Context: an optimization exercise on an open-source flow, tuned for small area. The choices shown serve that exercise and are no tape-out recipe. In this exercise RTL edits were held to simulation tests only and were not proved equivalent to the original. Power is estimated from default activity; no workload was simulated.

build 62:
// modbus_rtu_master
module modbus_rtu_master (
	input         clk,
	input         reset,
	input         RX,
	input  [15:0] data_300_1,
	input  [15:0] data_301_1,
	input  [15:0] data_302_1,
	input  [15:0] data_303_1,
	input  [15:0] data_304_1,
	input  [15:0] data_305_1,
	input  [15:0] data_306_1,
	input  [15:0] data_307_1,
	input  [15:0] data_308_1,
	input  [15:0] data_309_1,
	input  [15:0] data_300_2,
	input  [15:0] data_301_2,
	input  [15:0] data_302_2,
	input  [15:0] data_303_2,
	input  [15:0] data_304_2,
	input  [15:0] data_305_2,
	input  [15:0] data_306_2,
	input  [15:0] data_307_2,
	input  [15:0] data_308_2,
	input  [15:0] data_309_2,
	output [15:0] data_340_1,
	output [15:0] data_341_1,
	output [15:0] data_342_1,
	output [15:0] data_343_1,
	output [15:0] data_344_1,
	output [15:0] data_345_1,
	output [15:0] data_346_1,
	output [15:0] data_347_1,
	output [15:0] data_348_1,
	output [15:0] data_349_1,
	output [15:0] data_340_2,
	output [15:0] data_341_2,
	output [15:0] data_342_2,
	output [15:0] data_343_2,
	output [15:0] data_344_2,
	output [15:0] data_345_2,
	output [15:0] data_346_2,
	output [15:0] data_347_2,
	output [15:0] data_348_2,
	output [15:0] data_349_2,
	output        TX,
	output        DE,
	output        connection,
	output [15:0] error_code,
	output [15:0] error_cnt
);
For scale: about 680 flip-flops, about 680 I/O pins.
clock: 12.5 ns
lec_check: 0
cap_margin: 20
core_margin: 2
core_utilization: 40
slew_margin: 40
standard.sh (not shown) runs the stock make flow with config.mk's settings and CLKGATE_MAP_FILE= SYNTH_SCRIPT=/design/flow/synth_recipe.tcl, a recipe that flattens the netlist after the stock synthesis.
==> flow/flow/run.sh <==
#!/bin/bash
set -euo pipefail
export BUFFER_PORTS_ARGS="-buffer_cell sky130_fd_sc_hd__buf_1"
export CTS_ARGS="-sink_clustering_enable -repair_clock_nets -dont_use_dummy_load -buf_list {sky130_fd_sc_hd__clkbuf_4} -sink_clustering_size 8 -sink_clustering_max_diameter 50"
bash standard.sh finish > standard_sh.log 2>&1
The following lists how build 33 was set up differently from build 62:
- changing SLEW_MARGIN from 40 to 25
- changing CORE_UTILIZATION from 40 to 50
==> flow/flow/run.sh <==
#!/bin/bash
set -euo pipefail
export BUFFER_PORTS_ARGS="-buffer_cell sky130_fd_sc_hd__buf_1"
export CTS_ARGS="-sink_clustering_enable -repair_clock_nets -dont_use_dummy_load -buf_list {sky130_fd_sc_hd__clkbuf_8} -sink_clustering_size 15 -sink_clustering_max_diameter 60"
bash standard.sh finish > standard_sh.log 2>&1
[summary]
Every stage of the flow completed for build 33, and the final layout passed the timing, DRC and antenna checks. Build 62 → build 33: sum of routed wire segments on met1 has decreased, switching power share of the total has decreased, number of I/O port buffers has remained practically unchanged. In the flow results for build 33 and build 62, the detailed route wirelength on metal3 is smaller on build 62. Of build 33 and build 62, build 62 shows the higher design area, with build 33 below it. Build 62 ended up with register to output port as its class of the most critical setup path; build 33 ended up with primary input to register. Build 33 vs build 62 — HPWL after detailed placement climbed by a few percent. Between build 62 and build 33, the flow reports number of nets in the final layout decreasing slightly.
Setup changes, build 33 to build 74
- SLEW_MARGIN now 40, was 25
- CORE_UTILIZATION now 40, was 50
--- outcome ---
Taking build 33 as the reference point, the routed metal-1 wire length of build 74 rises by about 7%. [build 74] total routing resource utilization after global routing fell 7.2 points relative to build 33. Min relative contribution of sequential cells to total power across build 33 and build 74: build 74.

modbus_rtu_master again, from the RTL that the note above started with.
export LEC_CHECK = 0
export CAP_MARGIN = 20
export CORE_MARGIN = 2
export CORE_UTILIZATION = 65
export SLEW_MARGIN = 40
create_clock -name core_clock -period 12.5 [get_ports {clk}]
==> flow/flow/run.sh <==
#!/bin/bash
set -euo pipefail
export BUFFER_PORTS_ARGS="-buffer_cell sky130_fd_sc_hd__buf_1"
export CTS_ARGS="-sink_clustering_enable -repair_clock_nets -dont_use_dummy_load"
bash standard.sh finish > standard_sh.log 2>&1
The first run aborted during global routing (5_1_grt) on GRT-0116.
==> next run, changes <==
Settings changed: CORE_UTILIZATION 65 to 40.
This time the run went through all stages and came out clean.
Synthesized area does not change.
Synthesized cell count is unchanged.

port drivers added, routing unchanged:
The flow's constraints put no driver on any port. The routed layouts listed below were extracted and timed again, unchanged, in two steps.
Step 1 assumes that a clkbuf_16 drives the clock port and a buf_2 every other input.
Step 2 adds t to the input delays and takes it off the output delays; t is the mean of the earliest and latest rising clock arrival at the registers after step 1. Input paths then give back, and output paths get back, about the clock's delay inside the block.
Three values: ideal ports, drivers, drivers and shift; two values: the first two.
run | t, ns | slack for setup (ns) | hold slack, ns
build 62 | 0.893 | 8.290 / 8.229 / 7.897 | 0.430 / 0.430 / 0.430
build 33 | 0.704 | 7.213 / 7.245 / 6.541 | 0.456 / 0.456 / 0.456
build 74 | 0.711 | 8.553 / 8.492 / 7.919 | 0.452 / 0.452 / 0.452
the second run of note 2 | 0.649 | 8.485 / 8.517 / 7.869 | 0.452 / 0.452 / 0.452
After both steps setup and hold are still met in every run listed. For build 33, which loses most, drivers alone change the setup slack by +0.032 ns; drivers and shift together by -0.672 ns.
